Context: an optimization exercise on an open-source flow, tuned for small area and a short achievable clock period. The choices shown serve that exercise and are no tape-out recipe. Function was checked by simulation only, so behaviour that the tests miss may differ from the original.

== job 103 ==
Design top_convolution, start of the top module:
module top_convolution#(parameter int IMG_SIZE = 5)(
    input clk,
    input rst,
    input [23:0] in,
    input [71:0] FILTER,
    output reg [(IMG_SIZE-2)*(IMG_SIZE-2)*9-1:0] OUT);
Size: ~16000 sq um of cells after synthesis.
Settings: LEC_CHECK=0, CAP_MARGIN=20, CORE_MARGIN=2, CORE_UTILIZATION=40, CTS_BUF_LIST=sky130_fd_sc_hd__clkbuf_16, CTS_CLUSTER_DIAMETER=60, CTS_CLUSTER_SIZE=30, SLEW_MARGIN=20, SYNTH_HIERARCHICAL=1, SYNTH_MINIMUM_KEEP_SIZE=0; clock period 17.0 ns.
standard.sh (not shown) runs the stock make flow with config.mk's settings and CLKGATE_MAP_FILE= SYNTH_SCRIPT=/design/flow/synth_recipe.tcl, a recipe that flattens the netlist after the stock synthesis.
==> flow/flow/run.sh <==
#!/bin/bash
# Layout flow: the standard ORFS flow (standard.sh, unchanged synthesis)
# with two settings changed: the port buffers are buf_1 cells instead of the
# default choice, and timing repair aims for 12.3 ns of setup slack.
set -euo pipefail
export BUFFER_PORTS_ARGS="-buffer_cell sky130_fd_sc_hd__buf_1"
export SETUP_SLACK_MARGIN=12.3
bash standard.sh > standard_make.log 2>&1
> inputs changed (job 103 -> job 2513)
-- flow/flow/run.sh --
<<< job 103, line 4
# default choice, and timing repair aims for 12.3 ns of setup slack.
>>> job 2513, line 4
# default choice, and timing repair aims for 12.6 ns of setup slack.
<<< job 103, line 7
export SETUP_SLACK_MARGIN=12.3
>>> job 2513, line 7
export SETUP_SLACK_MARGIN=12.6
## What came out
From job 103 to job 2513 the numbers moved as follows: multi-input gate share of total cell area went down by 0.34 points, wire length now larger. Diff job 103 and job 2513: area of the multi-input gates lower in job 103. Going from job 103 to job 2513, the final worst-path setup slack was found to have gone down by 0.027 ns. Job 103 and job 2513 ended up with nearly the same via count. Job 2513 ends up with higher final routed wire length divided by cell count than job 103 does. For via count of the first global-routing pass, job 103 and job 2513 come out practically identical.
For job 6974, these inputs were changed with respect to job 2513:
- swapping 30 for 25 in CTS_CLUSTER_SIZE
- swapping 60 for 50 in CTS_CLUSTER_DIAMETER
-- flow/flow/run.sh --
<<< job 2513, line 4
# default choice, and timing repair aims for 12.6 ns of setup slack.
>>> job 6974, line 4
# default choice, and timing repair aims for 12.5 ns of setup slack.
<<< job 2513, line 7
export SETUP_SLACK_MARGIN=12.6
>>> job 6974, line 7
export SETUP_SLACK_MARGIN=12.5
Findings:
Job 2513 → job 6974: wire length fell 0.71%, detailed-route vias per instance rose 0.031, cell count about even.
Edits applied to the flow inputs when going from job 6974 to job 7544:
- CTS_BUF_LIST changed from sky130_fd_sc_hd__clkbuf_16 to sky130_fd_sc_hd__clkbuf_16 sky130_fd_sc_hd__clkbuf_8 sky130_fd_sc_hd__clkbuf_4
- CTS_CLUSTER_SIZE removed (was 25)
- CTS_CLUSTER_DIAMETER removed (was 50)
[summary]
Looking at job 7544 and job 6974, the number of global-route vias before repair is a wash. Looking at job 7544 and job 6974, the worst hold slack is a wash. Job 7544 vs. job 6974: layout-stage area growth over the synthesis result -0.94 points; global-route wire length before repair ~0 delta; setup slack +0.029 ns.
Modified inputs, job 6961 compared to job 7544
- swapping sky130_fd_sc_hd__clkbuf_16 sky130_fd_sc_hd__clkbuf_8 sky130_fd_sc_hd__clkbuf_4 for sky130_fd_sc_hd__clkbuf_16 in CTS_BUF_LIST
- putting CTS_CLUSTER_DIAMETER at 60 where nothing was set
- putting CTS_CLUSTER_SIZE at 30 where nothing was set
-- flow/flow/run.sh --
<<< job 7544, line 4
# default choice, and timing repair aims for 12.5 ns of setup slack.
>>> job 6961, line 4
# default choice, and timing repair aims for 12.2 ns of setup slack.
<<< job 7544, line 7
export SETUP_SLACK_MARGIN=12.5
>>> job 6961, line 7
export SETUP_SLACK_MARGIN=12.2
Notes after the runs:
Between job 6961 and job 7544, the total CTS buffers is lower for job 6961. On wire length of the first global-routing pass, job 6961 tracks job 7544 almost exactly. The global-route usage was comparable across job 6961 and job 7544. The slew at the pin closest to its max-slew limit of job 6961 falls short of that of job 7544 by 0.050 ns. Diff job 7544 -> job 6961: post-layout net count went down.

* * *

sierra:
top_convolution, a different RTL version from the one above (not shown whole).
For scale: ~1300 cells after synthesis, roughly 17000 um^2 of cells after synthesis.
## top_convolution
module top_convolution#(parameter int IMG_SIZE = 5)(
    input clk,
    input rst,
    input [23:0] in,
    input [71:0] FILTER,
    output reg [(IMG_SIZE-2)*(IMG_SIZE-2)*9-1:0] OUT);
Settings: LEC_CHECK=0, CAP_MARGIN=20, CORE_MARGIN=2, CORE_UTILIZATION=40, CTS_BUF_LIST=sky130_fd_sc_hd__clkbuf_4, SLEW_MARGIN=20, SYNTH_HIERARCHICAL=1, SYNTH_MINIMUM_KEEP_SIZE=0; clock period 17.0 ns.
==> flow/flow/run.sh <==
#!/bin/bash
# Layout flow: the standard ORFS flow (standard.sh, unchanged synthesis)
# with two settings changed: the port buffers are buf_2 cells instead of the
# default choice, and timing repair aims for 13 ns of setup slack.
set -euo pipefail
export BUFFER_PORTS_ARGS="-buffer_cell sky130_fd_sc_hd__buf_2"
export SETUP_SLACK_MARGIN=13
bash standard.sh > standard_make.log 2>&1
### sierra -> quartz
- CTS_BUF_LIST removed (was sky130_fd_sc_hd__clkbuf_4)
==> flow/run.sh (new file) <==
#!/bin/bash
# synth_recipe.tcl (not shown) runs the flow's synth.tcl, then flattens the netlist and writes it again
# the make line also repeats each setting of config.mk as NAME=value (left out here)
make -C /OpenROAD-flow-scripts/flow DESIGN_CONFIG=/design/flow/config.mk WORK_HOME=/design/flow/orfs CLKGATE_MAP_FILE= SYNTH_SCRIPT=/design/flow/synth_recipe.tcl finish
removed: flow/flow/run.sh
removed: flow/standard.sh
==> summary.txt <==
A cell type of the slowest stage on the worst timing path of buf_4 is what quartz shows, while edfxtp_1 belongs to sierra.
Looking at worst-case hold slack, quartz sits 11 ps above sierra.
Against sierra, quartz comes in 44 lower on total CTS buffers.
When quartz is measured against sierra, its headroom to the max-slew limit turns out 3.9 points lower.
Buffering overhead: quartz higher than sierra
Between quartz and sierra, count of cells along the worst register-to-register path is lower for quartz, sierra comes in above that.
Summary of quartz over sierra: layout net count went down 90; clock insertion delay at the later pin of the skew report dropped 180 ps.
The maximum clock frequency of quartz is lower than that of sierra.
The final reports for quartz and sierra show total wirelength of the detailed-routed design lower in the former.
#### Input delta (zinc over quartz)
- CTS_BUF_LIST now sky130_fd_sc_hd__clkbuf_4, previously not set
==> flow/flow/run.sh (new file) <==
#!/bin/bash
# Layout flow: the standard ORFS flow (standard.sh, unchanged synthesis)
# with two settings changed: the port buffers are buf_2 cells instead of the
# default choice, and timing repair aims for 12.5 ns of setup slack.
set -euo pipefail
export BUFFER_PORTS_ARGS="-buffer_cell sky130_fd_sc_hd__buf_2"
export SETUP_SLACK_MARGIN=12.5
bash standard.sh > standard_make.log 2>&1
==> flow/standard.sh (new file) <==
#!/bin/bash
# synth_recipe.tcl (not shown) runs the flow's synth.tcl, then flattens the netlist and writes it again
# the make line also repeats each setting of config.mk as NAME=value (left out here)
make -C /OpenROAD-flow-scripts/flow DESIGN_CONFIG=/design/flow/config.mk WORK_HOME=/design/flow/orfs CLKGATE_MAP_FILE= SYNTH_SCRIPT=/design/flow/synth_recipe.tcl "${@:-finish}"
removed: flow/run.sh
### Flow results
Min routed wire length across zinc and quartz: quartz. zinc vs. quartz: final design utilization decreased by 0.63 points relative to the old numbers, clock skew shows an increase of 17 ps.

* * *

top_convolution with an RTL version that a note above also has.
Size: ~1300 cells after synthesis, ~0.016 mm² of cells after synthesis.
clock: 17.0 ns
lec_check: 0
cap_margin: 20
core_margin: 2
core_utilization: 40
cts_buf_list: sky130_fd_sc_hd__clkbuf_16
cts_cluster_diameter: 60
cts_cluster_size: 30
slew_margin: 20
synth_hierarchical: 1
synth_minimum_keep_size: 0
==> flow/flow/run.sh <==
#!/bin/bash
# Layout flow: the standard ORFS flow (standard.sh, unchanged synthesis)
# with two settings changed: the port buffers are buf_1 cells instead of the
# default choice, and timing repair aims for 12.5 ns of setup slack.
set -euo pipefail
export BUFFER_PORTS_ARGS="-buffer_cell sky130_fd_sc_hd__buf_1"
export SETUP_SLACK_MARGIN=12.5
export CTS_ARGS="-sink_clustering_enable -repair_clock_nets -buf_list sky130_fd_sc_hd__clkbuf_16 -sink_clustering_size 30 -sink_clustering_max_diameter 60 -distance_between_buffers 500 -branching_point_buffers_distance 500"
bash standard.sh > standard_make.log 2>&1
Edit:
==> flow/flow/run.sh (replaced) <==
#!/bin/bash
# Layout flow: the standard ORFS flow (standard.sh, unchanged synthesis)
# with two settings changed: the port buffers are buf_1 cells instead of the
# default choice, and timing repair aims for 12.4 ns of setup slack.
set -euo pipefail
export BUFFER_PORTS_ARGS="-buffer_cell sky130_fd_sc_hd__buf_1"
export SETUP_SLACK_MARGIN=12.4
bash standard.sh > standard_make.log 2>&1
Effect:
- The changed run ran to the end with no violations
- fmax drops by 0.48%
- routed wire length drops by 4.4%
- non-clock buffer count goes down by 8
- final cell count goes down by 0.35%
Edit:
==> flow/flow/run.sh (replaced) <==
#!/bin/bash
# Layout flow: the standard ORFS flow (standard.sh, unchanged synthesis)
# with two settings changed: the port buffers are buf_1 cells instead of the
# default choice, and timing repair aims for 12.5 ns of setup slack.
set -euo pipefail
export BUFFER_PORTS_ARGS="-buffer_cell sky130_fd_sc_hd__buf_1"
export SETUP_SLACK_MARGIN=12.5
bash standard.sh > standard_make.log 2>&1
Result:
- hold slack is worse by 0.0078 ns
- synthesized cell count is unchanged
- core utilization rises by 0.60 points
- sequential share of layout area falls by 0.42 points

-- port drivers added, routing unchanged --
How much do the figures lean on ideal ports? The routed layouts below were timed once more, with nothing changed but the port constraints.
Step 1 (the two cells are an assumption about what drives the block):
set clk [get_ports {clk}]
set_driving_cell -lib_cell sky130_fd_sc_hd__clkbuf_16 $clk
set_driving_cell -lib_cell sky130_fd_sc_hd__buf_2 [delete_from_list [all_inputs] $clk]
Step 2 moves the port delays by t, midway between the first and last clock arrival at a register: inputs arrive t later, outputs are due t later. That takes back most of the time a late clock gives input paths.
Slacks: no drivers / after step 1 / after step 2; pairs: no drivers / after step 1.
run	t (ns)	setup slack, ns	worst setup path after step 2	slew at the worst register clock pin (ns)	worst slew at a driven data input, ns
job 103	0.619	12.465 / 12.414 / 11.908	input to register	0.10 / 0.10	0.07
job 2513	0.617	12.438 / 12.386 / 11.909	input to register	0.09 / 0.09	0.07
job 6974	0.635	12.435 / 12.381 / 11.936	input to register	0.08 / 0.08	0.07
job 7544	0.619	12.465 / 12.414 / 11.922	input to register	0.07 / 0.07	0.08
job 6961	0.620	12.421 / 12.411 / 11.906	input to register	0.10 / 0.10	0.07
sierra	0.776	12.309 / 12.259 / 11.919	input to register	0.07 / 0.07	0.08
quartz	0.614	11.457 / 11.457 / 11.457	register to register	0.06 / 0.06	0.11
zinc	0.754	12.330 / 12.282 / 11.884	input to register	0.07 / 0.07	0.07
the first run of note 3	0.603	12.469 / 12.419 / 11.940	input to register	0.10 / 0.10	0.07
the second run of note 3	0.611	12.447 / 12.396 / 11.884	input to register	0.10 / 0.10	0.08
the third run of note 3	0.603	12.469 / 12.419 / 11.940	input to register	0.10 / 0.10	0.07
After both steps every run listed still meets setup and hold. For the second run of note 3, which loses most, drivers alone change the setup slack by -0.051 ns; drivers and shift together by -0.563 ns.
